Source: an optimization exercise on an open RTL-to-GDS flow (aim: small area and a short achievable clock period). Production flows keep margins and buffers that such runs may drop.
At most, simulation tests tie the RTL to the original design; equivalence was not proved.
For run 6, only the layout was checked, not whether the RTL still works.
No activity file was given, so power comes from the tool's default toggle rates.

==> flow/config.mk <==
export PLATFORM = sky130hd
export DESIGN_NAME = MicroUAZ8Bits2020V02
export DESIGN_NICKNAME = MicroUAZ8Bits2020V02
export VERILOG_FILES = /design/flow/design.v
export SDC_FILE = /design/flow/constraint.sdc
export NUM_CORES = 4
export LEC_CHECK = 0
export CAP_MARGIN = 20
export CORE_MARGIN = 2
export CORE_UTILIZATION = 40
export SLEW_MARGIN = 20
==> flow/constraint.sdc <==
create_clock -name core_clock -period 6.0 [get_ports {Clk}]
set_input_delay 1.2000 -clock core_clock [delete_from_list [all_inputs] [get_ports {Clk}]]
set_output_delay 1.2000 -clock core_clock [all_outputs]
set_load 0.01 [all_outputs]
==> flow/design.v <==
`timescale 1ns / 1ps
module ALU(
    input [7:0] Rx,
    input [7:0] Ry,
    input [2:0] Sel_OP,
    output [7:0] R0,
    output [2:0] Flags
    );
reg [8:0] R;
    always@(*)
    begin
        case(Sel_OP)
            0: R <= Rx+Ry;
            1: R <= Rx-Ry;
            2: R <= Rx<<Ry;
            3: R <= Rx>>Ry;
            4: R <= ~Rx;
            5: R <= Rx&Ry;
            6: R <= Rx|Ry;
            7: R <= Rx^Ry;
        endcase
    end
    assign R0 = R[7:0];
    assign Flags[0] = &(~R);
    assign Flags[1] = R[8];
    assign Flags[2] = R[7];
endmodule
`timescale 1ns / 1ps
module Banco_Registros(
    input Rst,
    input Clk,
    input [5:0] SelR,  
    input  RW,  
    input [7:0] DW,
    output [7:0] Rx,
    output [7:0] Ry
    );
    reg [7:0] Rgs [0:7];
    always @(posedge Clk, posedge Rst) begin
        if(Rst) 
            begin
                Rgs[0]<=0;
                Rgs[1]<=0;
                Rgs[2]<=0;
                Rgs[3]<=0;
                Rgs[4]<=0;
                Rgs[5]<=0;
                Rgs[6]<=0;
                Rgs[7]<=0; 
            end
        else
            if (RW)
                    Rgs[SelR[2:0]]<=DW;
    end
    assign Rx=Rgs[SelR[2:0]];
    assign Ry=Rgs[SelR[5:3]];
endmodule
`timescale 1ns / 1ps
module Control_b_o(
    input Rst,
    input Clk,
    input [7:0] Rx,
    input [7:0] Ry,
    input [7:0] NUM,
    input [1:0] Sel_Op_OutBus,
    output reg [7:0] o_DataOut_Bus,
    output reg [7:0] o_Addres_Data_Bus,
    output reg RW
    );
    always @* begin
        case (Sel_Op_OutBus)
            2'b01:
                begin
                    o_DataOut_Bus = 0;
                    o_Addres_Data_Bus = Ry;
                    RW = 0;
                end
            2'b10:
                begin
                    o_DataOut_Bus = NUM;
                    o_Addres_Data_Bus = Rx;
                    RW = 1;
                end
            2'b11:
                begin
                    o_DataOut_Bus = Ry;
                    o_Addres_Data_Bus = Rx;
                    RW = 1;
                end
            default:
                begin
                    o_DataOut_Bus = 0;
                    o_Addres_Data_Bus = 0;
                    RW = 0;
                end
        endcase
    end
endmodule
`timescale 1ns / 1ps
module Num_Inm
#(parameter n = 8 )
(
    input [n:0] i_Instruction,
    output reg [n-1:0] NUM
    ); 
    reg [n-1:0]NC; 
 always@* 
        begin  
        NC = 8'b0;
        NUM <= {NC[7:3],i_Instruction[2:0]};  
        end  
endmodule
`timescale 1ns / 1ps
module Sel(
    input [2:0] Sel_DW,
    input [7:0] i_R0,
     input [7:0] i_Num,
     input [7:0] i_Dato_Bus,
     input [7:0] i_Ry,
      input [7:0] i_Addres_Instr_Bus,
    output reg [7:0] o_DW
    );
    always@*
       begin
       case (Sel_DW)
       3'b000 :begin o_DW<=i_R0;end
       3'b001 :begin  o_DW<=i_Dato_Bus;end
       3'b010 :begin  o_DW<=i_Num;end
       3'b011 :begin  o_DW<=i_Addres_Instr_Bus;end
       3'b100 :begin  o_DW<=i_Ry;end
       default: begin  o_DW<=0;end       
       endcase
    end   
endmodule
`timescale 1ns / 1ps
module deco(
    input Rst,
    input Clk,
    input [8:0] i_Instruction,
    output reg [3:0] CJ,
    output reg [2:0] Sel_OP,
    output reg [5:0] SelR,
    output reg RW,
    output reg [1:0] Sel_Op_OutBus,
    output reg [2:0] Sel_DW
    );
    parameter  
    LoadRxNum =3'b000,
    LoadRxARy =3'b001,
    StoreARxNum =3'b010,
    StoreARxRy =3'b011,
    MoveRxRy =3'b100,
    MathRxOp =3'b101,
    JumpRxCond =3'b110,
    NOP =3'b111;
    always @(i_Instruction) begin
        case (i_Instruction[8:6])
        LoadRxNum:begin   CJ<=4'b0001; Sel_OP<=0; SelR<={3'b000,i_Instruction[5:3]}; RW<=1; Sel_Op_OutBus<=0; Sel_DW<=3'b010; end
        LoadRxARy:begin   CJ<=4'b0001; Sel_OP<=0; SelR<={i_Instruction[2:0],i_Instruction[5:3]}; RW<=1; Sel_Op_OutBus<=2'b01; Sel_DW<=3'b001; end
        StoreARxNum:begin CJ<=4'b0001; Sel_OP<=0; SelR<={3'b000,i_Instruction[5:3]}; RW<=0; Sel_Op_OutBus<=2'b10; Sel_DW<=3'b111; end
        StoreARxRy:begin  CJ<=4'b0001; Sel_OP<=0; SelR<={i_Instruction[2:0],i_Instruction[5:3]}; RW<=0; Sel_Op_OutBus<=2'b11; Sel_DW<=3'b111; end
        MoveRxRy:begin    CJ<=4'b0001; Sel_OP<=0; SelR<={i_Instruction[2:0],i_Instruction[5:3]}; RW<=1; Sel_Op_OutBus<=0; Sel_DW<=3'b100; end
        MathRxOp:begin    CJ<=4'b0001; Sel_OP<=i_Instruction[2:0]; SelR<={i_Instruction[5:3],3'b000}; RW<=1; Sel_Op_OutBus<=0; Sel_DW<=3'b000; end
        JumpRxCond:begin 
            if(i_Instruction[2:0]==3'b001)  
                begin  CJ<={1'b1,i_Instruction[2:0]}; Sel_OP<=0; SelR<={i_Instruction[5:3],3'b111}; RW<=1; Sel_Op_OutBus<=0; Sel_DW<=3'b011;  end
            else  
                begin  CJ<={1'b1,i_Instruction[2:0]}; Sel_OP<=0; SelR<={i_Instruction[5:3],3'b000}; RW<=0; Sel_Op_OutBus<=0; Sel_DW<=3'b111;  end
            end                                   
        NOP:begin      CJ<=4'b0001; Sel_OP<=0; SelR<=0; RW<=0; Sel_Op_OutBus<=0; Sel_DW<=3'b111; end
        default:begin  CJ<=4'b0001; Sel_OP<=0; SelR<=0; RW<=0; Sel_Op_OutBus<=0; Sel_DW<=3'b111; end
        endcase
    end
endmodule
`timescale 1ns / 1ps
module jump(
    input Rst,
    input Clk,
    input [3:0] CJ,
    input [7:0] i_Rx,
    input [2:0] Flags,
    output [7:0] o_Addres_Instr_Bus
    );
    reg [7:0] PC;
    always @(posedge Clk, posedge Rst) begin
        if(Rst)
            PC<=0;
        else
            case (CJ)
                4'b0000:
                    PC<=PC;
                4'b0001:  
                    PC<=PC+1'b1;
                4'b1000:
                    PC<=i_Rx;
                4'b1001:
                    PC<=i_Rx;
                4'b1010:
                    if(Flags[0])
                        PC<=i_Rx;
                    else
                        PC<=PC+1'b1;
                4'b1011:
                    if(~Flags[0])
                        PC<=i_Rx;
                    else
                            PC<=PC+1'b1;                        
                4'b1100:
                    if(Flags[2])
                        PC<=i_Rx;
                    else
                            PC<=PC+1'b1;                        
                4'b1101:
                    if(~Flags[2])
                        PC<=i_Rx;
                    else
                            PC<=PC+1'b1;                        
                4'b1110:
                    if(Flags[1])
                        PC<=i_Rx;
                    else
                            PC<=PC+1'b1;
                4'b1111:
                    if(~Flags[1])
                        PC<=i_Rx;
                    else
                            PC<=PC+1'b1;
                default: PC<=PC+1'b1;
            endcase
    end
    assign o_Addres_Instr_Bus=PC;
endmodule
`timescale 1ns / 1ps
module Control_unit(
    input Rst,
    input Clk,
    input [8:0] i_Instruction,
    input [7:0] i_Rx,
    input [2:0] Flags,
    output [2:0] Sel_OP,
    output [5:0] SelR,
    output RW,
    output [1:0] Sel_Op_OutBus,
    output [2:0] Sel_DW,
    output [7:0] o_Addres_Instr_Bus
    );
    wire [3:0] w_CJ; 
    reg [2:0] RFlags; 
    deco c_deco(
        .Rst(Rst),
        .Clk(Clk),
        .i_Instruction(i_Instruction),
        .CJ(w_CJ),
        .Sel_OP(Sel_OP),
        .SelR(SelR),
        .RW(RW),
        .Sel_Op_OutBus(Sel_Op_OutBus),
        .Sel_DW(Sel_DW)
        );
    jump c_jump(
        .Rst(Rst),
        .Clk(Clk),
        .CJ(w_CJ),
        .i_Rx(i_Rx),
        .Flags(RFlags),
        .o_Addres_Instr_Bus(o_Addres_Instr_Bus)
        );
    always @(posedge Clk, posedge Rst) begin  
        if(Rst) 
            begin
                RFlags<=0;
            end
        else
            if (i_Instruction[8:6]==3'b101)
                RFlags<=Flags;
    end
endmodule
`timescale 1ns / 1ps
module MicroUAZ8Bits2020V02(
    input Clk,
    input Rst,
    input [8:0] i_Instruction,
    input [7:0] i_Dato_Bus,
    output [7:0] o_Addres_Instruction_Bus,
    output [7:0] o_DataOut_Bus,
    output [7:0] o_Addres_Data_Bus,
    output RW
    );
wire [7:0]W_Num;
wire[2:0] W_Sel_DW;
wire [5:0] W_SelR;
wire  W_RW;
wire [7:0] W_o_DW;
wire [7:0] W_RX;   
wire [7:0] W_RY;  
wire [2:0] W_sel_OP;  
wire [7:0] W_R0; 
wire [2:0] W_Flags; 
wire [1:0] W_Sel_Op_OutBus;
Control_unit
controlador(
    .i_Instruction( i_Instruction),
    .i_Rx(W_RY),
    .Flags(W_Flags),
    .o_Addres_Instr_Bus(o_Addres_Instruction_Bus),
    .Sel_OP(W_sel_OP),
    .SelR(W_SelR),
    .RW(W_RW),
    .Sel_Op_OutBus(W_Sel_Op_OutBus),
    .Sel_DW(W_Sel_DW),
    .Clk(Clk),
    .Rst(Rst)
    );
ALU
    operaciones(
    .Rx(W_RX),   
    .Ry (W_RY),  
    .Sel_OP(W_sel_OP),  
    .R0(W_R0), 
    .Flags(W_Flags)    
    );
Num_Inm
numero(
    .i_Instruction(i_Instruction),
    .NUM(W_Num)
);
Banco_Registros
registros(
    .SelR(W_SelR),
    .RW(W_RW),
    .DW(W_o_DW),
    .Rx(W_RX),
    .Ry(W_RY),
    .Clk(Clk),
    .Rst(Rst)
);
Sel
selector(
    .Sel_DW(W_Sel_DW),
    .i_R0(W_R0),
    .i_Num(W_Num),
    .i_Dato_Bus(i_Dato_Bus),
    .i_Ry(W_RY),
    .i_Addres_Instr_Bus(o_Addres_Instruction_Bus),
    .o_DW(W_o_DW)
);
Control_b_o
controlsalida(
    .Clk(Clk),
    .Rst(Rst),
    .Sel_Op_OutBus(W_Sel_Op_OutBus),
    .Rx(W_RX),
    .Ry(W_RY),
    .NUM(W_Num),
    .o_DataOut_Bus(o_DataOut_Bus),
    .o_Addres_Data_Bus(o_Addres_Data_Bus),
    .RW(RW)
);    
endmodule
==> flow/run.sh <==
#!/bin/bash
# synth_recipe.tcl (not shown) runs the flow's synth.tcl, then flattens the netlist and writes it again
# the make line also repeats each setting of config.mk as NAME=value (left out here)
make -C /OpenROAD-flow-scripts/flow DESIGN_CONFIG=/design/flow/config.mk WORK_HOME=/design/flow/orfs CLKGATE_MAP_FILE= SYNTH_SCRIPT=/design/flow/synth_recipe.tcl finish
==> results of run 1 <==
[per-stage QoR]
step                area, sq um  hold WS [ns]  setup WS, ns  utilization  power (W)
global route               8250         0.554        0.0192        0.479    0.00293
detailed placement         7970         0.520        0.0513        0.463    0.00222
global placement           7970         0.514         0.127        0.463    0.00222
finish                     8250         0.534         0.250        0.479    0.00276
CTS                        8240         0.533         0.320        0.478    0.00273
floorplan                  7010         0.474         0.517            -    0.00171
[Yosys cell counts, types with 8 or more instances]
| master | n | area [sq um] |
|---|---|---|
| xnor2_1 | 15 | 131 |
| o21ai_0 | 39 | 195 |
| nor2_1 | 127 | 477 |
| a21oi_1 | 117 | 586 |
| o21a_1 | 9 | 67.6 |
| o22ai_1 | 22 | 138 |
| buf_4 | 9 | 67.6 |
| o221ai_1 | 10 | 87.6 |
| buf_2 | 9 | 45.0 |
| a31oi_1 | 10 | 62.6 |
| nand3_1 | 19 | 95.1 |
| clkbuf_1 | 28 | 105 |
| o211ai_1 | 8 | 60.1 |
| nor3_1 | 21 | 105 |
| buf_1 | 8 | 30.0 |
| mux2i_1 | 34 | 340 |
| nand3b_1 | 9 | 67.6 |
| nor2b_1 | 12 | 75.1 |
| dfrtp_1 | 75 | 1880 |
| ha_1 | 27 | 338 |
| inv_1 | 31 | 116 |
| nand2_1 | 77 | 289 |
[state kept, by name, summed over array words and instances, names as in the netlist]
signal	flops
registros.Rgs	64
controlador.c_jump.PC	8
controlador.RFlags	3
[layer usage]
metal,global-route usage,part of all wire,vias up
li1,-,-,3405
met1,0.413,0.45,3524
met2,0.451,0.45,314
met3,0.0380,0.069,47
met4,0.113,0.026,0
met5,0,0,-
[worst min path at each step]
stage                        startpoint             endpoint  cells after the start
floorplan           registros.Rgs[7][0]  registros.Rgs[7][0]                      2
CTS                 registros.Rgs[1][1]  registros.Rgs[1][1]                      2
detailed placement  registros.Rgs[1][1]  registros.Rgs[1][1]                      2
global route        registros.Rgs[7][0]  registros.Rgs[7][0]                      2
global placement    registros.Rgs[1][1]  registros.Rgs[1][1]                      2
finish              registros.Rgs[1][1]  registros.Rgs[1][1]                      2
[power by group]
part	internal, W	switching, W
combinational	0.000589	0.000830
sequential	0.000653	0.000177
clock	0.000280	0.000227
total	0.00152	0.00123
[critical path, cell delays in order]
cell and delay (ns):
clkdlybuf4s50_1 0.56, buf_4 0.28, or3b_1 0.49, o22ai_1 0.47
buf_4 0.24, nor2_1 0.04, a31oi_1 0.20, buf_4 0.22
inv_1 0.11, o22ai_1 0.16, clkdlybuf4s50_1 0.58
[layout make-up]
| class | instances | area [sq um] |
|---|---|---|
| Antenna cell | 1 | 2.50 |
| Sequential cell | 75 | 1880 |
| Clock buffer | 10 | 229 |
| Clock inverter | 6 | 41.3 |
| Inverter | 38 | 149 |
| Tap cell | 225 | 282 |
| Multi-Input combinational cell | 715 | 4640 |
| Timing Repair Buffer | 118 | 1030 |
| Fill cell | 1718 | 8990 |
[cells by family (layout without fill, tap and decap cells)]
kind of cell / Yosys count / in the layout / share of synthesized area
adder cells (fa/ha/maj): 28 / 28 / 0.0510
buffers and inverters: 103 / 172 / 0.0737
flip-flops: 75 / 75 / 0.268
other: 0 / 1 / 0
AO/OA/AOI/OAI: 315 / 315 / 0.314
AND/OR/NAND/NOR: 314 / 314 / 0.212
multiplexers: 38 / 38 / 0.0562
XOR/XNOR: 20 / 20 / 0.0250
[repair_timing]
item,CTS,global route
buffers inserted,0,0
endpoints found under the setup margin,0,8
resized for setup,0,1
hold endpoints to repair,0,0
==> metrics.md, run 1 <==
| Metric | Value |
|---|---|
| Status | `finished clean` |
| Most frequent cells in the layout | `126 x nor2_1, 117 x a21oi_1, 77 x nand2_1, 75 x dfrtp_1, 72 x buf_4` |
| Via count | `between 7000 and 8000` |
| Actual slew at the worst max-slew pin | `around 1.1 ns` |
| Number of flops mapped to enable cells by yosys | `0` |
| Register area share after synthesis | `0.268` |
| Gpl congestion | `0.955` |
| TritonRoute pass-1 iters | `5` |
| CP Class | `primary input to output pin` |
| Post-synth ARST share | `1.00` |
| Post-placement cell count | `~1200` |
| Setup TNS | `0 ns` |
| Final ANT Viol Nets | `0` |
| CTS Hold Bufs | `0` |
| TritonCTS clock tree | `built` |
| P&R area growth vs syn | `17.7%` |
| Slew headroom | `0.259` |
| Syn Area/Cell | `7.85 sq um` |
| Clk slew on worst S/H paths | `0.06 ns` |
| Routed Wire Length | `around 26000 um` |
| Final HPWL DP | `around 20000 um` |
| Fin crit period | `~5.7 ns` |
| Netlist cell types | `between 90 and 100` |
| Lkg Pwr | `between 3 and 4 nW` |
| DR WL/cell | `around 22 um` |
| IO Count | `44` |
| FF-to-FF End | `registros.Rgs[2][7]` |
| Port Buffer Count | `43` |
| Crit path DAT | `approximately 4.6 ns` |
| R2R Setup Slk | `between 1.5 and 2 ns` |
| Initial antenna violation count | `1` |
| Die height | `approximately 140 um` |
| Die width | `about 140 um` |
| Hold Fails Final Rpt | `0` |
| DRC Markers | `0` |
| Synth warn | `9` |
| Cells after Synth | `893` |
| HP Class | `flop to flop` |
| Crit. Startpoint | `i_Instruction[2]` |
| Syn nets | `940` |
| Period Utilization, post-route | `0.958` |
| CP endpoint | `o_Addres_Data_Bus[2]` |
| Crit end category | `output pin` |
| Fin. max-slew vios | `0` |
| Most common cell after layout, fill and taps aside | `nor2_1` |
| Ys flop type | `dfrtp_1` |
| CTS max path bufs | `2` |
| Origin of the critical flop-to-flop path | `registros.Rgs[1][1]` |
| Sink Count | `75` |
| Vias in the first global route | `6955` |
| FP Rows | `48` |
| Routed vias/inst | `roughly 6.1` |
| Register bit total from synthesis | `75` |
| GR Overflow Total | `0` |
| First-pass GRT wire length | `approximately 40000 um` |
| R2R depth | `23` |
| Final net count | `1004` |
| FMAX | `between 150 and 200 MHz` |
| Largest net degree at the start of global routing | `76` |
| CP Launch Type | `primary input` |
| Finished Layout Cells | `1188` |
| Layout cells sized above 1 | `0.141` |
| Die ar. | `about 19000 sq um` |
| CTS Buf Count | `9` |
| Clock Latency Late Sink | `0.35 ns` |
| Worst-path fanout max | `14` |
| P per Cell Area | `about 330 nW/um^2` |
| Iteration-0 DRC Markers | `774` |
| Post-route clock skew | `0.0107 ns` |
| Unrepaired setup endpoints after global routing | `no` |
| Maximum VDD drop | `approximately 0.18 mV` |
| CP required | `4.80 ns` |
| Root buf cell | `clkbuf_16` |
| Synth Cell Area | `around 7000 sq um` |
| Max Cap Viol | `0` |
| GR Util All Layers | `0.291` |
| Initial Util | `0.407` |
| H-Tree Depth | `3` |
| Core footprint | `roughly 17000 sq um` |
| Setup violators final | `0` |
==> inputs of run 2 (changes only) <==
==> flow/design.v (replaced) <==
`timescale 1ns / 1ps
module MicroUAZ8Bits2020V02(
    input Clk,
    input Rst,
    input [8:0] i_Instruction,
    input [7:0] i_Dato_Bus,
    output [7:0] o_Addres_Instruction_Bus,
    output [7:0] o_DataOut_Bus,
    output [7:0] o_Addres_Data_Bus,
    output RW
    );
    wire [2:0] op = i_Instruction[8:6];
    wire [2:0] a  = i_Instruction[5:3];
    wire [2:0] b  = i_Instruction[2:0];
    reg [7:0] R [0:7];
    reg [7:0] PC;
    reg C;
    reg fl, Zs, Ns;
    wire [7:0] Ra = R[a];
    wire [7:0] Rb = R[b];
    wire [7:0] R0 = R[0];
    wire Z = fl ? (R0 == 8'd0) & ~C : Zs;
    wire N = fl ? R0[7] : Ns;
    assign RW = ~op[2] & op[1];
    assign o_Addres_Data_Bus = op[1] ? Ra : Rb;
    assign o_DataOut_Bus = op[0] ? Rb : {5'b0, b};
    assign o_Addres_Instruction_Bus = PC;
    wire sub = b[0];
    wire [8:0] addsub = {1'b0, R0} + ({1'b0, Ra} ^ {9{sub}}) + {8'b0, sub};
    reg [8:0] res;
    always @* begin
        case (b)
            3'd0, 3'd1: res = addsub;
            3'd2: res = {1'b0, R0} << Ra;
            3'd3: res = {1'b0, R0} >> Ra;
            3'd4: res = {1'b1, ~R0};
            3'd5: res = {1'b0, R0 & Ra};
            3'd6: res = {1'b0, R0 | Ra};
            default: res = {1'b0, R0 ^ Ra};
        endcase
    end
    wire is_math = op == 3'b101;
    wire is_jump = op == 3'b110;
    wire link    = is_jump & (b == 3'd1);
    wire wa = (op[2:1] == 2'b00) | (op == 3'b100);
    wire [7:0] wd = op[2] ? Rb : (op[0] ? i_Dato_Bus : {5'b0, b});
    reg taken;
    always @* begin
        case (b)
            3'd0, 3'd1: taken = 1'b1;
            3'd2: taken = Z;
            3'd3: taken = ~Z;
            3'd4: taken = N;
            3'd5: taken = ~N;
            3'd6: taken = C;
            default: taken = ~C;
        endcase
    end
    integer i;
    always @(posedge Clk, posedge Rst) begin
        if (Rst) begin
            for (i = 0; i < 8; i = i + 1) R[i] <= 8'd0;
            PC <= 8'd0;
            C <= 1'b0; fl <= 1'b0; Zs <= 1'b0; Ns <= 1'b0;
        end else begin
            for (i = 1; i < 7; i = i + 1)
                if (wa && a == i) R[i] <= wd;
            if (is_math) R[0] <= res[7:0];
            else if (wa && a == 3'd0) R[0] <= wd;
            if (link) R[7] <= PC;
            else if (wa && a == 3'd7) R[7] <= wd;
            PC <= (is_jump & taken) ? Ra : PC + 8'd1;
            if (is_math) begin
                C <= res[8];
                fl <= 1'b1;
            end else if (wa && a == 3'd0) begin
                fl <= 1'b0;
                Zs <= Z;
                Ns <= N;
            end
        end
    end
endmodule
--- a/flow/config.mk
+++ b/flow/config.mk
@@ -9,3 +9,4 @@
 export CORE_MARGIN = 2
 export CORE_UTILIZATION = 40
+export SETUP_SLACK_MARGIN = 2.5
 export SLEW_MARGIN = 20
==> run 2 against run 1 <==
Net effect:
- clock skew fell by 0.0047 ns
- sequential power increased by 2%
- count of clock-buffer cells in the layout down 1
- largest power group unchanged
- wire length down 6.1%
- synthesized cell count shrank 20%
- cell count down 15%
- still clean
- sequential cell count increased by 1
==> metrics.md, run 2 <==
| Metric | Value |
|---|---|
| P per Cell Area | `318 nW/um^2 (-4.8%)` |
| FP Rows | `45 (-6.3%)` |
| Filler Cell Count | `1316 (-23%)` |
| CTS max path bufs | `2 (unchanged)` |
| CP Launch Type | `primary input` |
| Max reg flops | `64 (unchanged)` |
| Adder and majority cell fraction of the synthesized area | `0.0539 (+0.00285)` |
| Hold Fails Final Rpt | `0 (unchanged)` |
| Fraction of synthesized area in multiplexers | `0.126 (+0.0702)` |
| Most common cell after layout, fill and taps aside | `nand2_1` |
| Final net count | `862 (-14%)` |
| Die height | `128 um (-6.0%)` |
| Setup violators final | `0 (unchanged)` |
| Via count | `6389 (-12%)` |
| Period Utilization, post-route | `0.644 (-0.314)` |
| CTS Buf Count | `9 (unchanged)` |
| Clock Latency Late Sink | `0.36 ns (about the same)` |
| Clk slew on worst S/H paths | `0.07 ns (about the same)` |
| Compound-cell area share of the yosys netlist | `0.254 (-0.0606)` |
| First-pass GRT wire length | `37500 um (-8.6%)` |
| Worst-path fanout max | `8 (-6)` |
| Initial antenna violation count | `0 (-1)` |
| Core Util, Final | `0.571 (+0.0919)` |
| IO Count | `44 (unchanged)` |
| Power consumption | `0.00275 W (-0.33%)` |
| Antenna cells | `0 (-1)` |
| Simple-gate portion of the synthesized area | `0.174 (-0.0380)` |
| Synth Cell Area | `6180 sq um (-12%)` |
| Fin. max-slew vios | `0 (unchanged)` |
| Vias in the first global route | `6235 (-10%)` |
| HP Class | `flop to flop` |
| Routed Wire Length | `24700 um (-6.1%)` |
| Die ar. | `16400 sq um (-12%)` |
| CTS Hold Bufs | `0 (unchanged)` |
| GR Util All Layers | `0.304 (+0.0125)` |
| Sink Count | `76 (+1.3%)` |
| Post-synth ARST share | `1.00 (unchanged)` |
| Yosys top cell area share | `0.308 (+0.0402)` |
| Lkg Pwr | `3.73 nW (+10%)` |
| Number of flops mapped to enable cells by yosys | `0 (unchanged)` |
| Netlist cell types | `81 (-16%)` |
| Synth warn | `2 (-7)` |
| TritonRoute pass-1 iters | `5 (unchanged)` |
| H-Tree Depth | `3 (unchanged)` |
| Unrepaired setup endpoints after global routing | `yes` |
| Slowest Stage Delay on Critical Path | `0.37 ns (-0.21 ns)` |
| Critical Path Slowest Stage Cell | `nor2_2` |
| Initial Util | `0.408 (+0.00104)` |
| Top post-synthesis cells by area | `dfrtp_1 31%, o21ai_0 7.0%, mux2i_1 6.8%` |
| Actual slew at the worst max-slew pin | `0.979 ns (-0.123 ns)` |
| Syn Area/Cell | `8.69 sq um (+11%)` |
| Syn nets | `756 (-20%)` |
| Core footprint | `15100 sq um (-12%)` |
| Die width | `128 um (-6.0%)` |
| Gpl congestion | `1.01 (+6.1%)` |
| Iteration-0 DRC Markers | `695 (-10%)` |
| TritonCTS clock tree | `built` |
| Crit path DAT | `2.67 ns (-1.88 ns)` |
| FMAX | `259 MHz (+49%)` |
| Layout cells sized above 1 | `0.327 (+0.186)` |
| Most frequent cells in the layout | `87 x nand2_1, 77 x o21ai_0, 76 x dfrtp_1, 72 x buf_4` |
| P&R area growth vs syn | `39.9%` |
| Final HPWL DP | `16600 um (-16%)` |
| Cells after Synth | `711 (-20%)` |
| CP Class | `primary input to output pin` |
| Biggest regs | `R: 64 flops, PC: 8 flops` |
| Synth top cells by count | `88 x nand2_1, 86 x o21ai_0, 76 x dfrtp_1` |
| Cell with the most instances after synthesis | `nand2_1` |
| Register bit total from synthesis | `76 (+1.3%)` |
| Slew headroom | `0.347 (+0.0882)` |
| Status | `finished clean` |
| DRC Markers | `0 (unchanged)` |
| Largest net degree at the start of global routing | `77 (+1.3%)` |
| Register area share after synthesis | `0.308 (+0.0402)` |
| Post-route clock skew | `0.00595 ns (-0.00472 ns)` |
| DR WL/cell | `24.5 um (+10%)` |
| Final ANT Viol Nets | `0 (unchanged)` |
| Synth area leader | `dfrtp_1` |
| Ys flop type | `dfrtp_1` |
| Port Buffer Count | `43 (unchanged)` |
| Crit end category | `output pin` |
| Xor/xnor share of the synthesized area | `0.0255 (+0.000540)` |
| Crit path cell chain | `buf_12 > buf_12 > nor2_2 > a221oi_2 > mux2i_2 > buf_4 > nor2_1 > a21oi_2 > buf_2` |
| Max Cap Viol | `0 (unchanged)` |
| Maximum VDD drop | `0.216 mV (+17%)` |
| Setup TNS | `0 ns (unchanged)` |
| Crit path top cell by count | `buf_12` |
| CP required | `4.80 ns (about the same)` |
| Routed vias/inst | `6.33 (+3.1%)` |
| Register name with the most flops | `R` |
| Root buf cell | `clkbuf_16` |
| Largest family of logic cells by synthesized area | `compound AO/OA/AOI/OAI gates` |
| Fin crit period | `3.87 ns (-1.88 ns)` |
| GR Overflow Total | `0 (unchanged)` |
run 2: cell types whose count changed after synthesis, sizes merged, moves of 7 or more:
cell   delta
nor2     -80
mux2     +12
a22oi     +7
buf       -8
o21ai    +40
a21oi    -82
nand2    +10
mux4      +9
o22ai    -16
inv      -10
nor3     -18
run 2: final timing paths:
path                                   from                    to  slack [ns]  depth (start not counted)
hold / removal                           Zs                    Zs        0.48                          2
min in group asynchronous               Rst               R[4][3]        1.46                          3
setup / recovery           i_Instruction[2]  o_Addres_Data_Bus[6]        2.13                          9
setup reg to reg                    R[0][6]               R[0][6]        2.74                         13
max in group asynchronous               Rst               R[1][2]        3.91                          3
hold reg to reg                          Zs                    Zs        0.48                          2
run 2: cell type report:
class                      count  area [sq um]  area share
inverter                      27           128      0.0148
clock buffer                   9           225      0.0261
clock inverter                 7           105      0.0122
multi-input combinational    559          4520       0.523
timing repair buffer         144          1530       0.177
tap                          188           235      0.0272
sequential                    76          1900       0.220
run 2: logic make-up after synthesis:
group | after synthesis
flip-flops | 76
buffers and inverters | 76
AO/OA/AOI/OAI | 228
adder cells (fa/ha/maj) | 26
multiplexers | 65
XOR/XNOR | 18
AND/OR/NAND/NOR | 222
run 2: metrics by stage:
stage / hold WS [ns] / setup WS, ns / instance area [sq um] / instances
global route: 0.515 / 2.11 / 8640 / 1010
CTS: 0.486 / 2.15 / 8240 / 989
detailed placement: 0.471 / 0.839 / 6760 / 908
finish: 0.483 / 2.13 / 8640 / 1010
global placement: 0.465 / 0.860 / 6760 / 908
floorplan: 0.442 / 1.90 / 6330 / 711
run 2: what timing repair did:
item | in CTS | in global routing
gates resized for setup | 223 | 51
endpoints found under the setup margin | 54 | 32
setup buffers | 60 | 20
gates cloned | 5 | 1
pin swaps | 44 | 23
run 2: where the power goes:
group / leakage (nW) / internal [W] / switching (W)
combinational: 2.59 / 0.000622 / 0.000655
clock: 0.159 / 0.000371 / 0.000252
sequential: 0.978 / 0.000639 / 0.000209
run 2: routing by layer:
metal	up-vias	track usage	share of wire
met3	76	0.0714	0.075
li1	2839	-	-
met5	-	0	0
met1	3195	0.389	0.41
met4	0	0.151	0.047
met2	279	0.481	0.47
run 2: worst max-delay path: cells and delay by family:
| family | cells | cell delay, ns |
|---|---|---|
| buf+inv | 4 | 0.55 |
| simple gates | 2 | 0.41 |
| compound gates | 2 | 0.24 |
| mux | 1 | 0.25 |
==> inputs of run 3 (changes only) <==
--- a/flow/config.mk
+++ b/flow/config.mk
@@ -9,4 +9,3 @@
 export CORE_MARGIN = 2
 export CORE_UTILIZATION = 40
-export SETUP_SLACK_MARGIN = 2.5
 export SLEW_MARGIN = 20
==> run 3 against run 2 <==
Net effect:
- non-clock buffer count is 84 lower
- sequential cell count stayed put
- cell count is 8.3% lower
==> metrics.md, run 3 <==
| Metric | Value |
|---|---|
| Register bit total from synthesis | `76 (unchanged)` |
| Initial antenna violation count | `0 (unchanged)` |
| Crit-path leading delay family | `buffers and inverters` |
| CTS Buf Count | `9 (unchanged)` |
| TritonCTS clock tree | `built` |
| DRC Markers | `0 (unchanged)` |
| Die height | `128 um (unchanged)` |
| Synth area leader | `dfrtp_1` |
| Unrepaired setup endpoints after global routing | `no` |
| CTS max path bufs | `2 (unchanged)` |
| DR WL/cell | `24.1 um (-1.6%)` |
| Crit path top cell by count | `clkdlybuf4s50_1` |
| Max reg flops | `64 (unchanged)` |
| Routed Wire Length | `22300 um (-9.8%)` |
| Port Buffer Count | `43 (unchanged)` |
| FMAX | `185 MHz (-28%)` |
| Clock Latency Late Sink | `0.35 ns (about the same)` |
| Crit. Startpoint | `i_Instruction[4]` |
| Buf+Inv Stages, Crit Path | `2 (-2)` |
| Core footprint | `15100 sq um (unchanged)` |
| Largest family of logic cells by synthesized area | `compound AO/OA/AOI/OAI gates` |
| Ys flop type | `dfrtp_1` |
| Final net count | `778 (-9.7%)` |
| FP Rows | `45 (unchanged)` |
| Origin of the critical flop-to-flop path | `R[1][2]` |
| Setup violators final | `0 (unchanged)` |
| Yosys top cell area share | `0.308 (unchanged)` |
| CTS Hold Bufs | `0 (unchanged)` |
| Largest net degree at the start of global routing | `77 (unchanged)` |
| Clk slew on worst S/H paths | `0.06 ns (about the same)` |
| Worst Hold Margin | `0.474 ns (-0.00947 ns)` |
| Register area share after synthesis | `0.308 (unchanged)` |
| Root buf cell | `clkbuf_16` |
| Postcts setup bufs | `0 (-100%)` |
| Crit path cell chain | `clkdlybuf4s50_1 > nor2_2 > nand2_2 > o221ai_2 > a21oi_1 > clkdlybuf4s50_1` |
| Maximum VDD drop | `0.230 mV (+6.1%)` |
| Compound-cell area share of the yosys netlist | `0.254 (unchanged)` |
| Die ar. | `16400 sq um (unchanged)` |
| Power consumption | `0.00234 W (-15%)` |
| Layout cells sized above 1 | `0.112 (-0.215)` |
| Syn nets | `756 (unchanged)` |
| Critical Path Slowest Stage Cell | `clkdlybuf4s50_1` |
| Most common cell after layout, fill and taps aside | `nand2_1` |
| GR Overflow Total | `0 (unchanged)` |
| Lkg Pwr | `2.95 nW (-21%)` |
| Final ANT Viol Nets | `0 (unchanged)` |
| Crit path DAT | `4.19 ns (+1.52 ns)` |
| CP Class | `primary input to output pin` |
| Vias in the first global route | `5810 (-6.8%)` |
| Biggest regs | `R: 64 flops, PC: 8 flops` |
| Number of flops mapped to enable cells by yosys | `0 (unchanged)` |
| Fin crit period | `5.39 ns (+1.53 ns)` |
| Hold Fails Final Rpt | `0 (unchanged)` |
| First-pass GRT wire length | `35000 um (-6.5%)` |
| GR Util All Layers | `0.282 (-0.0222)` |
| P&R area growth vs syn | `13.2%` |
| TritonRoute pass-1 iters | `7 (+2)` |
| Synth top cells by count | `88 x nand2_1, 86 x o21ai_0, 76 x dfrtp_1` |
| Post-synth ARST share | `1.00 (unchanged)` |
| Slowest Stage Delay on Critical Path | `0.88 ns (+0.51 ns)` |
| Via count | `5955 (-6.8%)` |
| Actual slew at the worst max-slew pin | `0.997 ns (+0.0179 ns)` |
| Fraction of synthesized area in multiplexers | `0.126 (unchanged)` |
| Initial Util | `0.408 (unchanged)` |
| Slew headroom | `0.333 (-0.0144)` |
| Period Utilization, post-route | `0.899 (+0.254)` |
| Die width | `128 um (unchanged)` |
| Final HPWL DP | `16200 um (-2.4%)` |
| Register name with the most flops | `R` |
| Status | `finished clean` |
| Setup TNS | `0 ns (unchanged)` |
| Antenna cells | `0 (unchanged)` |
| R2R Setup Slk | `2.59 ns (-0.15 ns)` |
| Top post-synthesis cells by area | `dfrtp_1 31%, o21ai_0 7.0%, mux2i_1 6.8%` |
| Resized Gates After CTS | `0 (-100%)` |
| Iteration-0 DRC Markers | `640 (-7.9%)` |
| Post-route clock skew | `0.00815 ns (+0.00220 ns)` |
| Filler Cell Count | `1461 (+11%)` |
| Fin. max-slew vios | `0 (unchanged)` |
| Hold_sp | `Zs` |
| Synth warn | `2 (unchanged)` |
| P per Cell Area | `335 nW/um^2 (+5.4%)` |
| CP Launch Type | `primary input` |
| IO Count | `44 (unchanged)` |
| Syn Area/Cell | `8.69 sq um (unchanged)` |
| Sink Count | `76 (unchanged)` |
| Max Cap Viol | `0 (unchanged)` |
| CP required | `4.80 ns (about the same)` |
| Crit end category | `output pin` |
| Synth Cell Area | `6180 sq um (unchanged)` |
| Simple-gate portion of the synthesized area | `0.174 (unchanged)` |
| Adder and majority cell fraction of the synthesized area | `0.0539 (unchanged)` |
| Xor/xnor share of the synthesized area | `0.0255 (unchanged)` |
| Gpl congestion | `0.953 (-5.9%)` |
| HP Class | `flop to flop` |
| Netlist cell types | `81 (unchanged)` |
| Cells after Synth | `711 (unchanged)` |
| Worst-path fanout max | `23 (+15)` |
| H-Tree Depth | `3 (unchanged)` |
| Routed vias/inst | `6.43 (+1.7%)` |
| Most frequent cells in the layout | `88 x nand2_1, 86 x o21ai_0, 76 x dfrtp_1, 46 x nor2_1, 42 x mux2i_1` |
| Cell with the most instances after synthesis | `nand2_1` |
run 3: cell counts after synthesis:
Identical to the previous run, type by type.
run 3: layout make-up:
cell class              instances  area (sq um)  area share
clock buffers                  11           243      0.0347
inverters                      27           103      0.0147
multi-input cells             559          3910       0.560
well taps                     188           235      0.0336
repair buffers                 60           561      0.0802
flip-flops and latches         76          1900       0.272
clock inverters                 5          35.0     0.00501
run 3: per-stage QoR:
| stage | cells | worst slack [ns] | instance area, sq um | utilization |
|---|---|---|---|---|
| 6_report | 926 | 0.607 | 6990 | 0.462 |
| 3_5_place_dp | 909 | 0.634 | 6690 | 0.442 |
| 3_3_place_gp | 909 | 0.710 | 6690 | 0.442 |
| 4_1_cts | 925 | 0.646 | 6970 | 0.460 |
| 5_1_grt | 926 | 0.451 | 6990 | 0.462 |
| 2_1_floorplan | 711 | 1.60 | 6180 | - |
run 3: per-layer routing:
metal  share of wire  wire, um  track usage
met5               0         0            0
met4           0.041       906        0.134
met3           0.074      1660       0.0618
met2            0.46     10200        0.426
met1            0.43      9550        0.382
run 3: path summary, 6_finish.rpt:
check,end,cells past startpoint
setup / recovery,o_Addres_Data_Bus[3],6
hold / removal,Zs,2
setup reg to reg,C,16
hold reg to reg,Zs,2
max in group asynchronous,R[0][4],4
min in group asynchronous,R[1][4],3
run 3: cells by family (layout without fill, tap and decap cells):
kind of cell / Yosys count / in the layout
AOI/OAI and AO/OA: 228 / 228
xor gates and xnor gates: 18 / 18
adders and majority gates: 26 / 26
buffers and inverters: 76 / 103
DFF: 76 / 76
muxes: 65 / 65
and+or+nand+nor: 222 / 222
run 3: worst register-to-register path: stages (launching register included):
cell	delay, ns
dfrtp_1	0.40
nand2b_1	0.16
a22o_1	0.19
a221oi_1	0.26
a31oi_1	0.08
buf_4	0.19
inv_2	0.15
xnor2_1	0.09
ha_1	0.38
nor2b_1	0.15
o21a_1	0.17
o211ai_1	0.11
a21boi_0	0.24
o21ai_0	0.15
and3b_1	0.20
o41a_1	0.36
nand2_1	0.06
run 3: power by group:
part | internal (W) | total (W) | switching (W)
combinational | 0.000431 | 0.000975 | 0.000543
clock | 0.000292 | 0.000525 | 0.000233
sequential | 0.000639 | 0.000843 | 0.000203
total | 0.00136 | 0.00234 | 0.000980
==> inputs of run 4 (changes only) <==
==> flow/flow/run.sh (new file) <==
#!/bin/bash
# Own layout flow: the standard ORFS flow (standard.sh) with two changes:
#  - synthesis maps with an area-oriented ABC script (flow/abc.script);
#  - port buffers use sky130_fd_sc_hd__buf_1 instead of the default
#    delay cell; repair_timing resizes them as timing needs.
# Each tool's output stays in orfs/logs/; make's own output in run_make.log.
set -euo pipefail
W=$(pwd)
export FLOW_WORK=$W
export MY_ABC_SCRIPT=$W/flow/abc.script
bash standard.sh SYNTH_SCRIPT=$W/flow/my_synth.tcl \
  "BUFFER_PORTS_ARGS=-buffer_cell sky130_fd_sc_hd__buf_1" finish > $W/run_make.log 2>&1
==> flow/flow/abc.script (new file) <==
strash
dch
map -a
topo
==> flow/flow/my_synth.tcl (new file) <==
# The standard synthesis (synth_recipe.tcl, sourced unchanged) with one
# change: Yosys's abc pass runs the ABC script named by MY_ABC_SCRIPT in
# place of ORFS's abc_speed script.
proc abc {args} {
  set i [lsearch -exact $args -script]
  if { $i >= 0 && [info exists ::env(MY_ABC_SCRIPT)] } {
    lset args [expr { $i + 1 }] $::env(MY_ABC_SCRIPT)
  }
  puts "my_synth: abc $args"
  yosys abc {*}$args
}
source $::env(FLOW_WORK)/synth_recipe.tcl
==> flow/standard.sh (new file) <==
#!/bin/bash
# synth_recipe.tcl (not shown) runs the flow's synth.tcl, then flattens the netlist and writes it again
# the make line also repeats each setting of config.mk as NAME=value (left out here)
make -C /OpenROAD-flow-scripts/flow DESIGN_CONFIG=/design/flow/config.mk WORK_HOME=/design/flow/orfs CLKGATE_MAP_FILE= SYNTH_SCRIPT=/design/flow/synth_recipe.tcl "${@:-finish}"
--- a/flow/config.mk
+++ b/flow/config.mk
@@ -9,3 +9,4 @@
 export CORE_MARGIN = 2
 export CORE_UTILIZATION = 40
+export SETUP_SLACK_MARGIN = 2.5
 export SLEW_MARGIN = 20
removed: flow/run.sh
==> run 4 against run 3 <==
Net effect:
- power is 18% higher
- cell count is 14% higher
- combinational power is 33% higher
- utilization is 15 points higher
- hold slack better by 0.068 ns
- final area is 14% higher
- clock skew is 0.0021 ns lower
- setup slack better by 1.3 ns
- largest cell class unchanged
==> metrics.md, run 4 <==
| Metric | Value |
|---|---|
| Unrepaired setup endpoints after global routing | `yes` |
| CP required | `6.23 ns (+1.43 ns)` |
| FP Rows | `42 (-6.7%)` |
| P per Cell Area | `346 nW/um^2 (+3.3%)` |
| HP Class | `flop to flop` |
| Actual slew at the worst max-slew pin | `1.10 ns (+0.104 ns)` |
| Routed vias/inst | `6.03 (-6.3%)` |
| Root buf cell | `clkbuf_16` |
| Fin. max-slew vios | `0 (unchanged)` |
| GR Overflow Total | `0 (unchanged)` |
| Synth Cell Area | `5350 sq um (-13%)` |
| Slew headroom | `0.263 (-0.0695)` |
| Buf+Inv Stages, Crit Path | `5 (+3)` |
| Clock Latency Late Sink | `0.35 ns (about the same)` |
| Setup ws final | `1.95 ns (+1.35 ns)` |
| Final ANT Viol Nets | `0 (unchanged)` |
| Via count | `6366 (+6.9%)` |
| Setup violators final | `0 (unchanged)` |
| Top post-synthesis cells by area | `dfrtp_1 36%, a21oi_1 8.6%, nor2_1 7.9%` |
| Port Buffer Count | `43 (unchanged)` |
| Die height | `120 um (-6.7%)` |
| Die width | `120 um (-6.7%)` |
| Most common cell after layout, fill and taps aside | `nor2_1` |
| Hold Fails Final Rpt | `0 (unchanged)` |
| Layout cells sized above 1 | `0.330 (+0.217)` |
| Vias in the first global route | `6111 (+5.2%)` |
| H-Tree Depth | `3 (unchanged)` |
| FMAX | `247 MHz (+33%)` |
| Post-synth ARST share | `1.00 (unchanged)` |
| Routed Wire Length | `22600 um (+1.5%)` |
| Syn Area/Cell | `7.45 sq um (-14%)` |
| Ys flop type | `dfrtp_1` |
| Gpl congestion | `0.936 (-1.7%)` |
| Largest net degree at the start of global routing | `47 (-39%)` |
| Synth area leader | `dfrtp_1` |
| Slowest Stage Delay on Critical Path | `0.38 ns (-0.50 ns)` |
| Netlist cell types | `31 (-62%)` |
| Design area | `7980 sq um (+14%)` |
| Crit path DAT | `4.27 ns (+0.08 ns)` |
| Cell with the most instances after synthesis | `nor2_1` |
| Final HPWL DP | `15300 um (-5.5%)` |
| Register name with the most flops | `R` |
| Synth top cells by count | `113 x nor2_1, 106 x nand2_1, 92 x a21oi_1` |
| Period Utilization, post-route | `0.674 (-0.224)` |
| Max reg flops | `64 (unchanged)` |
| Iteration-0 DRC Markers | `653 (+2.0%)` |
| Biggest regs | `R: 64 flops, PC: 8 flops` |
| CTS max path bufs | `2 (unchanged)` |
| Fin crit period | `4.05 ns (-1.35 ns)` |
| Setup TNS | `0 ns (unchanged)` |
| Antenna cells | `0 (unchanged)` |
| Max Cap Viol | `0 (unchanged)` |
| First-pass GRT wire length | `34100 um (-2.7%)` |
| IO Count | `44 (unchanged)` |
| Pre-CTS WS | `0.597 ns (-0.0369 ns)` |
| Crit end category | `flop` |
| GR Util All Layers | `0.310 (+0.0280)` |
| Initial Util | `0.407 (-0.000718)` |
| TritonCTS clock tree | `built` |
| Die ar. | `14300 sq um (-13%)` |
| CP Launch Type | `primary input` |
| Crit-path leading delay family | `compound AO/OA/AOI/OAI gates` |
| Register bit total from synthesis | `76 (unchanged)` |
| Number of flops mapped to enable cells by yosys | `0 (unchanged)` |
| Crit path top cell by count | `clkinv_2` |
| CTS Hold Bufs | `0 (unchanged)` |
| Status | `finished clean` |
| Most frequent cells in the layout | `95 x nor2_1, 88 x nand2_1, 77 x a21oi_1, 76 x dfrtp_1, 75 x buf_4` |
| Core footprint | `13100 sq um (-13%)` |
| Critical Path Slowest Stage Cell | `fa_2` |
| Clk slew on worst S/H paths | `0.06 ns (about the same)` |
| CP Class | `primary input to flop` |
| Register area share after synthesis | `0.356 (+0.0477)` |
| Final net count | `920 (+18%)` |
| P&R area growth vs syn | `49.3%` |
| Lkg Pwr | `3.26 nW (+10%)` |
| Sink Count | `76 (unchanged)` |
| TritonRoute pass-1 iters | `6 (-1)` |
| Post-route clock skew | `0.00604 ns (-0.00211 ns)` |
| Placed instance area | `6120 sq um (-8.5%)` |
| Initial antenna violation count | `0 (unchanged)` |
| Yosys top cell area share | `0.356 (+0.0477)` |
| CTS Buf Count | `9 (unchanged)` |
| Worst-path fanout max | `8 (-65%)` |
| Worst Hold Margin | `0.541 ns (+0.0676 ns)` |
| Maximum VDD drop | `0.201 mV (-12%)` |
| Synth warn | `2 (unchanged)` |
| Syn nets | `763 (+0.93%)` |
| Cells after Synth | `718 (+0.98%)` |
| DR WL/cell | `21.4 um (-11%)` |
| Crit path cell chain | `buf_12 > buf_4 > nor3_4 > a22oi_1 > nand2_1 > o22ai_4 > xor2_2 > clkinv_2 > fa_2 > o31ai_4 > clkinv_2 > nor2_4 > a221o_2 > clkinv_2 > nor2_4 > nor2_2 > nor2_1 > nor2_1 > xor2_1 > a221oi_2 > o21ai_1` |
| DRC Markers | `0 (unchanged)` |
==> run 4: cell types whose count changed in the layout (fill, tap and decap cells not counted), sizes merged, moves of 12 or more <==
| cell | change |
|---|---|
| inv | -19 |
| clkdlybuf4s50 | -41 |
| a22oi | +42 |
| nand2 | +18 |
| o21ai | -33 |
| nand2b | -12 |
| xnor2 | -12 |
| nor2 | +65 |
| clkinv | +64 |
| mux2i | -40 |
| a21oi | +57 |
| mux2 | -14 |
| buf | +124 |
==> run 4: worst register-to-register path: cells and delay by family (launching register included) <==
kind	cells	cell delay [ns]
adder cells (fa/ha/maj)	1	0.38
buffers and inverters	3	0.25
flip-flops	1	0.43
AND/OR/NAND/NOR	6	0.52
XOR/XNOR	2	0.38
AO/OA/AOI/OAI	6	1.17
==> run 4: path summary, 6_finish.rpt <==
kind	start	endpoint	slack (ns)	depth (start not counted)
worst max-delay path	i_Instruction[5]	C	1.95	21
worst min-delay path	R[7][0]	R[7][0]	0.54	2
worst max register to register	R[5][1]	C	2.75	18
worst min register to register	R[7][0]	R[7][0]	0.54	2
max in group asynchronous	Rst	R[6][0]	4.53	3
min in group asynchronous	Rst	R[1][6]	0.77	2
==> run 4: stage by stage <==
step	total power (W)	utilization	cells
2_1_floorplan	0.00144	-	718
3_3_place_gp	0.00178	0.466	946
3_5_place_dp	0.00178	0.466	946
4_1_cts	0.00256	0.562	1016
5_1_grt	0.00290	0.608	1056
6_report	0.00276	0.608	1056
==> run 4: report_power, final <==
group / leakage, nW / internal, W / total (W) / switching (W)
clock network: 0.142 / 0.000335 / 0.000566 / 0.000232
logic: 2.22 / 0.000539 / 0.00130 / 0.000766
registers: 0.899 / 0.000662 / 0.000893 / 0.000231
==> run 4: metal layers <==
metal / wire length, um / up-vias / GRT usage
met1: 8850 / 3043 / 0.384
met3: 1460 / 92 / 0.0556
met5: 0 / - / 0
li1: - / 2912 / -
met2: 11000 / 319 / 0.505
met4: 1320 / 0 / 0.182
==> run 4: kinds of logic after synthesis <==
kind of cell | synth area share
compound gates | 0.293
buf+inv | 0.0512
fa+ha+maj | 0.0622
flops | 0.356
mux | 0.00374
xor+xnor | 0.0262
simple gates | 0.208
==> run 4: area by class of cell <==
class / count / area, sq um
well taps: 176 / 220
multi-input cells: 570 / 3910
flip-flops and latches: 76 / 1900
fillers: 1122 / 5150
inverters: 73 / 434
repair inverters: 1 / 8.76
clock inverters: 5 / 58.8
repair buffers: 144 / 1210
clock buffers: 11 / 243
==> run 4: what timing repair did <==
action	CTS	global route
cloned	1	1
buffers inserted	53	38
setup endpoints to repair	68	25
pin swaps	54	54
resized for setup	142	81
==> inputs of run 5 (changes only) <==
--- a/flow/flow/run.sh
+++ b/flow/flow/run.sh
@@ -8,5 +8,5 @@
 W=$(pwd)
 export FLOW_WORK=$W
-export MY_ABC_SCRIPT=$W/flow/abc.script
+unset MY_ABC_SCRIPT || true
 bash standard.sh SYNTH_SCRIPT=$W/flow/my_synth.tcl \
   "BUFFER_PORTS_ARGS=-buffer_cell sky130_fd_sc_hd__buf_1" finish > $W/run_make.log 2>&1
removed: flow/flow/abc.script
==> run 5 against run 4 <==
Net effect:
- cell count fell by 5.7%
- sequential cell count did not move
- combinational power fell by 5%
- register-to-register slack got worse by 0.16 ns
- final area rose by 2.6%
- synthesized cell count fell by 0.97%
==> metrics.md, run 5 <==
| Metric | Value |
|---|---|
| Biggest regs | `R: 64 flops, PC: 8 flops` |
| Max Cap Viol | `0 (unchanged)` |
| FP Rows | `45 (+7.1%)` |
| R2R depth | `11 (-7)` |
| Design area | `8190 sq um (+2.6%)` |
| Die height | `128 um (+7.2%)` |
| Unrepaired setup endpoints after global routing | `yes` |
| Placed instance area | `6490 sq um (+6.0%)` |
| CTS max path bufs | `2 (unchanged)` |
| Hold Fails Final Rpt | `0 (unchanged)` |
| Final ANT Viol Nets | `0 (unchanged)` |
| Sink Count | `76 (unchanged)` |
| Register area | `1900 sq um (unchanged)` |
| Post-route clock skew | `0.0118 ns (+0.00574 ns)` |
| Met2 Usage GRT | `0.463 (-0.0422)` |
| H-Tree Depth | `3 (unchanged)` |
| Origin of the critical flop-to-flop path | `R[0][6]` |
| Synth Cell Area | `6180 sq um (+15%)` |
| First-pass GRT wire length | `36800 um (+7.9%)` |
| Crit path cell chain | `buf_12 > buf_6 > buf_12 > nor2_4 > a32o_2 > o32ai_4 > buf_4 > buf_12 > o21ai_4 > buf_2` |
| Register area share after synthesis | `0.308 (-0.0477)` |
| Maximum VDD drop | `0.203 mV (+0.72%)` |
| Ys flop type | `dfrtp_1` |
| FMAX | `260 MHz (+5.2%)` |
| Cells after Synth | `711 (-0.97%)` |
| Met3 Use GR | `0.0697 (+0.0141)` |
| CTS Buf Count | `9 (unchanged)` |
| TritonCTS clock tree | `built` |
| Lkg Pwr | `3.54 nW (+8.6%)` |
| Actual slew at the worst max-slew pin | `1.11 ns (+0.00610 ns)` |
| Netlist cell types | `81 (+160%)` |
| Status | `finished clean` |
| Clk network pwr share | `0.201 (-0.004)` |
| Antenna cells | `0 (unchanged)` |
| Top post-synthesis cells by area | `dfrtp_1 31%, o21ai_0 7.0%, mux2i_1 6.8%` |
| Crit end category | `output pin` |
| Syn Area/Cell | `8.69 sq um (+17%)` |
| Net Sw Power | `0.00109 W (-11%)` |
| CP endpoint | `o_Addres_Data_Bus[1]` |
| Vias in the first global route | `6107 (-0.065%)` |
| FF-to-FF End | `R[0][6]` |
| Layout cells sized above 1 | `0.297 (-0.0325)` |
| Period Utilization, post-route | `0.641 (-0.0330)` |
| Busiest grt layer | `met2` |
| Cell with the most instances after synthesis | `nand2_1` |
| Max reg flops | `64 (unchanged)` |
| Largest net degree at the start of global routing | `77 (+64%)` |
| Synth top cells by count | `88 x nand2_1, 86 x o21ai_0, 76 x dfrtp_1` |
| Gate power share | `0.474 (+0.002)` |
| Number of flops mapped to enable cells by yosys | `0 (unchanged)` |
| Routed vias/inst | `6.45 (+7.0%)` |
| Core Util, Final | `0.541 (-0.0667)` |
| Final HPWL DP | `16100 um (+5.6%)` |
| Multi-input gate area | `4430 sq um (+13%)` |
| Root buf cell | `clkbuf_16` |
| Routed Wire Length | `24600 um (+8.5%)` |
| Die ar. | `16400 sq um (+15%)` |
| GR Overflow Total | `0 (unchanged)` |
| Setup violators final | `0 (unchanged)` |
| P&R area growth vs syn | `32.7%` |
| CP Class | `primary input to output pin` |
| TritonRoute pass-1 iters | `6 (unchanged)` |
| Syn nets | `756 (-0.92%)` |
| Filler Cell Count | `1358 (+21%)` |
| P per Cell Area | `316 nW/um^2 (-8.8%)` |
| Crit path DAT | `2.65 ns (-1.62 ns)` |
| WHS Path Cells | `2 (unchanged)` |
| Critical Path Slowest Stage Cell | `a32o_2` |
| Clock Latency Late Sink | `0.36 ns (about the same)` |
| Net Sw Frac | `0.423 (-0.0214)` |
| Initial Util | `0.408 (+0.000718)` |
| Port Buffer Count | `43 (unchanged)` |
| GR Util All Layers | `0.298 (-0.0121)` |
| Slew headroom | `0.259 (-0.00408)` |
| R2R Setup Slk | `2.59 ns (-0.16 ns)` |
| CP required | `4.80 ns (-1.43 ns)` |
| Clk slew on worst S/H paths | `0.06 ns (about the same)` |
| DRC Markers | `0 (unchanged)` |
| Fin. max-slew vios | `0 (unchanged)` |
| Synth warn | `2 (unchanged)` |
| Crit. Startpoint | `i_Instruction[5]` |
| Core footprint | `15100 sq um (+15%)` |
| HP Class | `flop to flop` |
| Via count | `6427 (+0.96%)` |
| CP Launch Type | `primary input` |
| Die width | `128 um (+7.2%)` |
| Post-synth ARST share | `1.00 (unchanged)` |
| Gpl congestion | `0.989 (+5.6%)` |
| Crit path top cell by count | `buf_12` |
| Synth area leader | `dfrtp_1` |
| Yosys top cell area share | `0.308 (-0.0477)` |
| Register bit total from synthesis | `76 (unchanged)` |
| Iteration-0 DRC Markers | `700 (+7.2%)` |
| Final net count | `848 (-7.8%)` |
| Fin crit period | `3.85 ns (-0.198 ns)` |
| Setup TNS | `0 ns (unchanged)` |
| Most frequent cells in the layout | `87 x nand2_1, 79 x o21ai_0, 76 x dfrtp_1, 63 x buf_4, 39 x nor2_1` |
| DR WL/cell | `24.7 um (+15%)` |
| Most common cell after layout, fill and taps aside | `nand2_1` |
| Met1 GRT Util | `0.383 (-0.000716)` |
| IO Count | `44 (unchanged)` |
| Initial antenna violation count | `0 (unchanged)` |
| Slowest Stage Delay on Critical Path | `0.21 ns (-0.17 ns)` |
| Sequential Power Share | `0.325 (+0.002)` |
| Internal power | `0.00149 W (-2.8%)` |
| Worst-path fanout max | `6 (-2)` |
| Register name with the most flops | `R` |
[run 5: changes by cell type after synthesis, sizes merged, moves of 23 or more]
cell    change
a22oi      -42
mux2i      +40
o21ai      +33
a21oi      -57
clkbuf     +23
clkinv     -72
nor2       -65
buf        +26
inv        +26
[run 5: cells by family (layout without fill, tap and decap cells)]
| family | count (synthesis) | count (layout) | share of synthesized area |
|---|---|---|---|
| buffers and inverters | 76 | 173 | 0.0585 |
| adder cells (fa/ha/maj) | 26 | 26 | 0.0539 |
| AND/OR/NAND/NOR | 222 | 222 | 0.174 |
| flip-flops | 76 | 76 | 0.308 |
| AO/OA/AOI/OAI | 228 | 228 | 0.254 |
| XOR/XNOR | 18 | 18 | 0.0255 |
| multiplexers | 65 | 65 | 0.126 |
[run 5: layout make-up]
cell class / count / area share
multi-input combinational: 559 / 0.541
sequential: 76 / 0.232
timing repair buffer: 130 / 0.151
tap: 188 / 0.0287
clock buffer: 11 / 0.0284
inverter: 27 / 0.0144
clock inverter: 5 / 0.00458
[run 5: routing by layer]
layer | vias to the layer above | routed length [um]
met5 | - | 0
met3 | 106 | 2220
met4 | 0 | 1420
met2 | 368 | 11100
li1 | 2815 | -
met1 | 3138 | 9860
[run 5: timing repair]
action	CTS	global route
hold buffers	0	0
endpoints found under the setup margin	39	32
pin swaps	36	20
resized for setup	121	54
hold endpoints to repair	0	0
setup buffers	47	19
gates cloned	4	3
[run 5: worst min-delay path by stage]
stage                     start  slack (ns)  endpoint
after CTS                    Zs        0.48        Zs
after global routing         Zs        0.54        Zs
final                        Zs        0.48        Zs
after global placement       Zs        0.46        Zs
after detailed placement     Zs        0.47        Zs
after floorplan              Zs        0.44        Zs
[run 5: per-stage QoR]
stage          worst slack [ns]  hold slack (ns)  std cells  total power, W
2_1_floorplan              1.90            0.442        711         0.00144
3_3_place_gp               1.01            0.465        907         0.00173
3_5_place_dp              0.883            0.467        907         0.00175
4_1_cts                    2.16            0.481        974         0.00246
5_1_grt                    2.12            0.541        996         0.00271
6_report                   2.15            0.479        996         0.00259
[run 5: worst max-delay path, delay by kind of cell]
kind	cells	cell delay, ns
buffers and inverters	6	0.80
AOI/OAI and AO/OA	3	0.44
and+or+nand+nor	1	0.19
[run 5: power by group through the flow]
stage               sequential, W  combinational [W]  clock [W]
floorplan                0.000748           0.000694          0
global placement         0.000829           0.000903          0
detailed placement       0.000833           0.000915          0
CTS                      0.000829            0.00110   0.000529
global route             0.000856            0.00131   0.000546
finish                   0.000841            0.00123   0.000520
==> inputs of run 6 (changes only) <==
--- a/flow/design.v
+++ b/flow/design.v
@@ -27,5 +27,6 @@
     assign o_Addres_Instruction_Bus = PC;
     wire sub = b[0];
-    wire [8:0] addsub = {1'b0, R0} + ({1'b0, Ra} ^ {9{sub}}) + {8'b0, sub};
+    wire [8:0] s = {1'b0, R0 ^ {8{sub}}} + {1'b0, Ra};
+    wire [8:0] addsub = {s[8], s[7:0] ^ {8{sub}}};
     reg [8:0] res;
     always @* begin
==> flow/flow/run.sh (replaced) <==
#!/bin/bash
# Own layout flow: the standard ORFS flow (standard.sh), with the
# changes set in flow/opts.sh:
#  - MY_ABC_SCRIPT: ABC script for synthesis's mapping (via my_synth.tcl,
#    which sources synth_recipe.tcl unchanged and only swaps abc's script);
#  - EXTRA: further make variables (port buffer cell, adder mapping, ...).
# Each tool's output stays in orfs/logs/; make's own output in run_make.log.
set -euo pipefail
W=$(pwd)
export FLOW_WORK=$W
EXTRA=()
source $W/flow/opts.sh
bash standard.sh SYNTH_SCRIPT=$W/flow/my_synth.tcl "${EXTRA[@]}" finish > $W/run_make.log 2>&1
==> flow/flow/abc.script (new file) <==
strash
dch
map -a
topo
==> flow/flow/opts.sh (new file) <==
# options for run.sh
export MY_ABC_SCRIPT=$W/flow/abc.script
EXTRA=( "BUFFER_PORTS_ARGS=-buffer_cell sky130_fd_sc_hd__buf_1" "ADDER_MAP_FILE=" )
==> run 6 against run 5 <==
Net effect:
- sequential share of layout area is 0.27 points lower
- final area is 1.2% higher
- area after synthesis is 16% lower
- sequential power is 6.7% higher
- via count is 9.5% higher
- setup slack better by 0.023 ns
- non-clock buffer count is 61 higher
- cell count is 11% higher
- register-to-register slack better by 0.19 ns
- clock skew is 0.0032 ns lower
- sequential cell count stayed put
- global-route usage is 6.2 points higher
- largest power group unchanged
==> metrics.md, run 6 <==
| Metric | Value |
|---|---|
| Status | `finished clean` |
| Post-synth ARST share | `1.00 (unchanged)` |
| Number of flops mapped to enable cells by yosys | `0 (unchanged)` |
| Most frequent cells in the layout | `117 x buf_4, 113 x nor2_1, 81 x a21oi_1, 76 x dfrtp_1, 75 x nand2_1` |
| Register name with the most flops | `R` |
| Crit. path cell count | `23 (+13)` |
| Lkg Pwr | `3.38 nW (-4.6%)` |
| Syn Area/Cell | `7.08 sq um (-18%)` |
| Setup violators final | `0 (unchanged)` |
| Initial antenna violation count | `0 (unchanged)` |
| Gpl congestion | `1.03 (+3.7%)` |
| FF-to-FF End | `R[0][6]` |
| TritonRoute pass-1 iters | `6 (unchanged)` |
| Die height | `118 um (-8.2%)` |
| Most common cell after layout, fill and taps aside | `buf_4` |
| Crit path cell chain | `buf_12 > clkinv_8 > nor3_4 > buf_4 > a22oi_2 > nand3_2 > buf_4 > buf_4 > buf_4 > buf_4 > buf_4 > buf_4 > buf_4 > buf_4 > buf_4 > o21ai_4 > nand2_2 > a21oi_1 > o21ai_0 > o2111ai_1 > a21oi_1 > a211o_2 > o221ai_1` |
| Setup TNS | `0 ns (unchanged)` |
| Hold Fails Final Rpt | `0 (unchanged)` |
| P per Cell Area | `342 nW/um^2 (+8.2%)` |
| Post-route clock skew | `0.00857 ns (-0.00320 ns)` |
| Crit. Startpoint | `i_Instruction[3]` |
| R2R Setup Slk | `2.78 ns (+0.19 ns)` |
| Vias in the first global route | `6663 (+9.1%)` |
| Biggest regs | `R: 64 flops, PC: 8 flops` |
| Sequential Power Share | `0.317 (-0.008)` |
| Syn nets | `749 (-0.93%)` |
| CP Launch Type | `primary input` |
| Synth Cell Area | `5170 sq um (-16%)` |
| Yosys top cell area share | `0.368 (+0.0600)` |
| CP endpoint | `R[0][1]` |
| Period Utilization, post-route | `0.637 (-0.00390)` |
| Gate power share | `0.477 (+0.003)` |
| DRC Markers | `0 (unchanged)` |
| Largest net degree at the start of global routing | `50 (-35%)` |
| Pre-CTS WS | `0.580 ns (-0.303 ns)` |
| TritonCTS clock tree | `built` |
| Root buf cell | `clkbuf_16` |
| HP Class | `flop to flop` |
| CTS max path bufs | `2 (unchanged)` |
| Worst Hold Margin | `0.511 ns (+0.0317 ns)` |
| Layout cells sized above 1 | `0.384 (+0.0868)` |
| Register area share after synthesis | `0.368 (+0.0600)` |
| Crit end category | `flop` |
| Setup ws final | `2.18 ns (+0.0234 ns)` |
| Critical Path Slowest Stage Cell | `a211o_2` |
| Top post-synthesis cells by area | `dfrtp_1 37%, nor2_1 9.7%, a21oi_1 9.6%` |
| CTS Hold Bufs | `0 (unchanged)` |
| Final net count | `952 (+12%)` |
| Final ANT Viol Nets | `0 (unchanged)` |
| Fin. max-slew vios | `0 (unchanged)` |
| GR Overflow Total | `0 (unchanged)` |
| CTS Buf Count | `9 (unchanged)` |
| Sink Count | `76 (unchanged)` |
| Internal power | `0.00155 W (+3.6%)` |
| Synth top cells by count | `134 x nor2_1, 99 x a21oi_1, 96 x nand2_1` |
| IO Count | `44 (unchanged)` |
| Worst-path fanout max | `5 (-1)` |
| Die ar. | `13800 sq um (-16%)` |
| R2R depth | `18 (+7)` |
| FP Rows | `41 (-8.9%)` |
| Crit path DAT | `4.08 ns (+1.43 ns)` |
| Origin of the critical flop-to-flop path | `R[0][1]` |
| WHS Path Cells | `2 (unchanged)` |
| Cells after Synth | `730 (+2.7%)` |
| Antenna cells | `0 (unchanged)` |
| Actual slew at the worst max-slew pin | `0.867 ns (-0.240 ns)` |
| Max Cap Viol | `0 (unchanged)` |
| Unrepaired setup endpoints after global routing | `yes` |
| Crit path top cell by count | `buf_4` |
| Slew headroom | `0.420 (+0.161)` |
| Synth area leader | `dfrtp_1` |
| Buf+Inv Stages, Crit Path | `12 (+6)` |
| CP required | `6.26 ns (+1.46 ns)` |
| Crit-path leading delay family | `buffers and inverters` |
| GR Util All Layers | `0.359 (+0.0617)` |
| Synth warn | `2 (unchanged)` |
| DR WL/cell | `23.2 um (-5.8%)` |
| Cell with the most instances after synthesis | `nor2_1` |
| Clk slew on worst S/H paths | `0.06 ns (about the same)` |
| Initial Util | `0.410 (+0.00181)` |
| P&R area growth vs syn | `60.4%` |
| FMAX | `261 MHz (+0.61%)` |
| Clk network pwr share | `0.206 (+0.005)` |
| Slowest Stage Delay on Critical Path | `0.28 ns (+0.07 ns)` |
| Net Sw Frac | `0.454 (+0.0310)` |
| Maximum VDD drop | `0.196 mV (-3.5%)` |
| Port Buffer Count | `43 (unchanged)` |
| H-Tree Depth | `3 (unchanged)` |
| Fin crit period | `3.82 ns (-0.0234 ns)` |
| Routed Wire Length | `25800 um (+5.0%)` |
| Netlist cell types | `32 (-60%)` |
| First-pass GRT wire length | `38000 um (+3.5%)` |
| Die width | `118 um (-8.2%)` |
| Max reg flops | `64 (unchanged)` |
| Final HPWL DP | `16600 um (+3.1%)` |
| Register bit total from synthesis | `76 (unchanged)` |
| Core footprint | `12600 sq um (-17%)` |
| Iteration-0 DRC Markers | `750 (+7.1%)` |
| CP Class | `primary input to flop` |
| Clock Latency Late Sink | `0.35 ns (about the same)` |
| Via count | `7040 (+9.5%)` |
| Net Sw Power | `0.00129 W (+17%)` |
## run 6: cell types whose count changed after synthesis, moves of 23 or more
cell,before,now
nor2_1,46,134
clkinv_1,1,80
a21oi_1,35,99
mux2i_1,42,0
a22oi_1,14,53
ha_1,25,0
clkbuf_1,23,0
## run 6: area by class of cell
| type | instances | area (sq um) |
|---|---|---|
| Timing Repair Buffer | 191 | 1580 |
| Clock buffer | 10 | 239 |
| Tap cell | 172 | 215 |
| Fill cell | 1068 | 4330 |
| Multi-Input combinational cell | 575 | 3760 |
| Clock inverter | 6 | 70.1 |
| Sequential cell | 76 | 1900 |
| Inverter | 80 | 517 |
## run 6: worst min-delay path by stage
stage               from  to  slack [ns]
CTS                   Zs  Zs        0.51
finish                Zs  Zs        0.51
detailed placement    Zs  Zs        0.49
floorplan             Zs  Zs        0.45
global route          Zs  Zs        0.55
global placement      Zs  Zs        0.47
## run 6: cells by family (layout without fill, tap and decap cells)
kind of cell | Yosys count | in the layout | share of synthesized area
compound gates | 276 | 277 | 0.325
flops | 76 | 76 | 0.368
xor+xnor | 12 | 12 | 0.0203
simple gates | 286 | 286 | 0.228
buf+inv | 80 | 287 | 0.0581
## run 6: tightest hold or removal path, stage by stage, from the launching register on
cell	delay, ns
dfrtp_1	0.34
nand2_1	0.06
o21ai_0	0.07
## run 6: power by group through the flow
stage | combinational (W) | clock, W | sequential [W]
after CTS | 0.00114 | 0.000577 | 0.000881
after global routing | 0.00144 | 0.000602 | 0.000914
after global placement | 0.000913 | 0 | 0.000873
after detailed placement | 0.000917 | 0 | 0.000874
after floorplan | 0.000639 | 0 | 0.000796
final | 0.00135 | 0.000584 | 0.000897
## run 6: what timing repair did
item                       4_1_cts  5_1_grt
cloned                           1        0
pin swaps                       50       73
buffers inserted               107       29
setup endpoints to repair       71       25
gates resized for setup        163      110
## run 6: metrics by stage
step / std cells / area (sq um) / utilization / power (W)
after floorplan: 730 / 5480 / - / 0.00143
after global placement: 957 / 5980 / 0.474 / 0.00179
after detailed placement: 957 / 5980 / 0.474 / 0.00179
after CTS: 1081 / 7690 / 0.610 / 0.00260
after global routing: 1110 / 8290 / 0.657 / 0.00296
final: 1110 / 8290 / 0.657 / 0.00283
## run 6: metal layers
layer | track usage | up-vias | share of wire
li1 | - | 3048 | -
met1 | 0.433 | 3345 | 0.36
met4 | 0.206 | 0 | 0.079
met2 | 0.596 | 463 | 0.47
met3 | 0.0727 | 184 | 0.092
met5 | 0 | - | 0
